This is an optimization exercise on Yosys and OpenROAD, whose aim is small area, not a production implementation.
Function was checked by simulation only, so behaviour that the tests miss may differ from the original.
Power and IR drop assume default switching activity.

Design CPU, start of the top module:
module CPU (
    input wire clk,
    input wire reset,
    output wire [31:0] mem_addr,
    output wire [31:0] mem_wdata,
    output wire        mem_we,
    input  wire [31:0] mem_rdata
);
For scale: roughly 99 I/O pins, about 66000 um2 of cells after synthesis.
export LEC_CHECK = 0
export CAP_MARGIN = 5
export CORE_MARGIN = 2
export CORE_UTILIZATION = 50
export CTS_BUF_LIST = sky130_fd_sc_hd__clkbuf_8
export CTS_CLUSTER_DIAMETER = 56
export CTS_CLUSTER_SIZE = 16
export PLACE_DENSITY = 0.65
export SLEW_MARGIN = 5
export SYNTH_HIERARCHICAL = 1
create_clock -name core_clock -period 18.0 [get_ports {clk}]
standard.sh (not shown) runs the stock make flow with config.mk's settings and CLKGATE_MAP_FILE= SYNTH_SCRIPT=/design/flow/synth_recipe.tcl, a recipe that flattens the netlist after the stock synthesis.
==> flow/flow/run.sh <==
#!/bin/bash
# Own layout flow: the standard ORFS flow (standard.sh, unchanged
# synthesis, floorplan, power grid and routing) with two changes:
#  - the clock tree is built without dummy balancing loads,
#  - port buffers use buf_1.
# make's full output goes to flow_make.log; each ORFS step writes its own
# log under orfs/logs/.
set -euo pipefail
bash standard.sh \
  "CTS_ARGS=-sink_clustering_enable -sink_clustering_size 16 -sink_clustering_max_diameter 56 -repair_clock_nets -dont_use_dummy_load -buf_list {sky130_fd_sc_hd__clkbuf_8}" \
  "BUFFER_PORTS_ARGS=-buffer_cell sky130_fd_sc_hd__buf_1" \
  finish > flow_make.log 2>&1
The first run ran to the end with no violations.
==> next run, changes <==
--- a/flow/flow/run.sh
+++ b/flow/flow/run.sh
@@ -8,5 +8,5 @@
 set -euo pipefail
 bash standard.sh \
-  "CTS_ARGS=-sink_clustering_enable -sink_clustering_size 16 -sink_clustering_max_diameter 56 -repair_clock_nets -dont_use_dummy_load -buf_list {sky130_fd_sc_hd__clkbuf_8}" \
+  "CTS_ARGS=-sink_clustering_enable -sink_clustering_size 12 -sink_clustering_max_diameter 50 -repair_clock_nets -dont_use_dummy_load -buf_list {sky130_fd_sc_hd__clkbuf_8}" \
   "BUFFER_PORTS_ARGS=-buffer_cell sky130_fd_sc_hd__buf_1" \
   finish > flow_make.log 2>&1
--- a/flow/config.mk
+++ b/flow/config.mk
@@ -10,6 +10,6 @@
 export CORE_UTILIZATION = 50
 export CTS_BUF_LIST = sky130_fd_sc_hd__clkbuf_8
-export CTS_CLUSTER_DIAMETER = 56
-export CTS_CLUSTER_SIZE = 16
+export CTS_CLUSTER_DIAMETER = 50
+export CTS_CLUSTER_SIZE = 12
 export PLACE_DENSITY = 0.65
 export SLEW_MARGIN = 5
Power goes up slightly.
Sequential share of layout area came out lower by 0.35 points.
Worst hold slack got worse by 9.3 ps.
Area after synthesis stays the same.
Via count climbs slightly.
Worst setup slack gets worse by 40 ps.

---

## rev 12
Another version of the RTL of CPU (not shown whole).
For scale: about 4,400 cells after synthesis, roughly 99 I/O pins, about 0.066 sq mm of cells after synthesis.
clock: 18.0 ns
lec_check: 0
cap_margin: 5
core_margin: 2
core_utilization: 50
cts_buf_list: sky130_fd_sc_hd__clkbuf_16
cts_cluster_diameter: 60
cts_cluster_size: 24
place_density: 0.65
slew_margin: 5
synth_hierarchical: 1
==> flow/flow/run.sh <==
#!/bin/bash
# Own layout flow: the standard ORFS flow (standard.sh, unchanged
# synthesis, floorplan, power grid and routing) with two changes:
#  - the clock tree is built without dummy balancing loads,
#  - port buffers use buf_1,

# make's full output goes to flow_make.log; each ORFS step writes its own
# log under orfs/logs/.
set -euo pipefail
bash standard.sh \
  "CTS_ARGS=-sink_clustering_enable -sink_clustering_size 24 -sink_clustering_max_diameter 60 -repair_clock_nets -dont_use_dummy_load -buf_list {sky130_fd_sc_hd__clkbuf_16}" \
  "BUFFER_PORTS_ARGS=-buffer_cell sky130_fd_sc_hd__buf_1" \
  finish > flow_make.log 2>&1
Rev 12 ended with every stage complete and zero timing, DRC or antenna violations.
The inputs of rev 13 differ from those of rev 12 as listed below.
# rev 12
export LEC_CHECK = 0
export CAP_MARGIN = 5
export CORE_MARGIN = 2
export CORE_UTILIZATION = 50
export CTS_BUF_LIST = sky130_fd_sc_hd__clkbuf_16
export CTS_CLUSTER_DIAMETER = 60
export CTS_CLUSTER_SIZE = 24
export PLACE_DENSITY = 0.65
export SLEW_MARGIN = 5
export SYNTH_HIERARCHICAL = 1
create_clock -name core_clock -period 18.0 [get_ports {clk}]
# rev 13
export LEC_CHECK = 0
export CAP_MARGIN = 5
export CORE_MARGIN = 2
export CORE_UTILIZATION = 50
export CTS_BUF_LIST = sky130_fd_sc_hd__clkbuf_8
export CTS_CLUSTER_DIAMETER = 50
export CTS_CLUSTER_SIZE = 12
export PLACE_DENSITY = 0.65
export SLEW_MARGIN = 5
export SYNTH_HIERARCHICAL = 1
create_clock -name core_clock -period 18.0 [get_ports {clk}]
==> flow/flow/run.sh <==
#!/bin/bash
# Own layout flow: the standard ORFS flow (standard.sh, unchanged
# synthesis, floorplan, power grid and routing) with two changes:
#  - the clock tree is built without dummy balancing loads,
#  - port buffers use buf_1.
# make's full output goes to flow_make.log; each ORFS step writes its own
# log under orfs/logs/.
set -euo pipefail
bash standard.sh \
  "CTS_ARGS=-sink_clustering_enable -sink_clustering_size 12 -sink_clustering_max_diameter 50 -repair_clock_nets -dont_use_dummy_load -buf_list {sky130_fd_sc_hd__clkbuf_8}" \
  "BUFFER_PORTS_ARGS=-buffer_cell sky130_fd_sc_hd__buf_1" \
  finish > flow_make.log 2>&1
==> run summary <==
Compared with rev 12, in rev 13 portion of total power attributed to combinational logic went up; post-route minimum period went down; longest individual stage delay on the worst path went up; portion of total power attributed to the clock network went down. Taking rev 12 as the reference point, the routed wire length of rev 13 rises by 0.38%. Rev 13: number of antenna diodes is 5 higher than what rev 12 reported. Sort rev 13 and rev 12 by DRC violation total after the first TritonRoute iteration, descending, and rev 12 comes first. NOTE: area growth from synthesis to final layout in rev 13 falls short of that of rev 12.

## static timing again, ports no longer ideal
Ports are ideal in the flow. The routed layouts listed here were re-timed in OpenROAD.
Step 1 assumes that a clkbuf_16 drives the clock port and a buf_2 every other input.
Step 2 adds t to the input delays and takes it off the output delays; t is the mean of the earliest and latest rising clock arrival at the registers after step 1. Input paths then give back, and output paths get back, about the clock's delay inside the block.
a / b / c = no drivers / after step 1 / after step 2; a / b = the first two.
run | t, ns | slack for setup (ns) | hold slack, ns
the first run of note 1 | 0.976 | 1.149 / 1.149 / 1.149 | 0.395 / 0.395 / 0.395
the second run of note 1 | 0.966 | 1.109 / 1.109 / 1.109 | 0.386 / 0.386 / 0.386
rev 12 | 0.844 | 0.899 / 0.899 / 0.899 | 0.409 / 0.409 / 0.409
rev 13 | 0.980 | 0.994 / 0.994 / 0.994 | 0.399 / 0.399 / 0.399
After both steps every run listed still meets setup and hold.
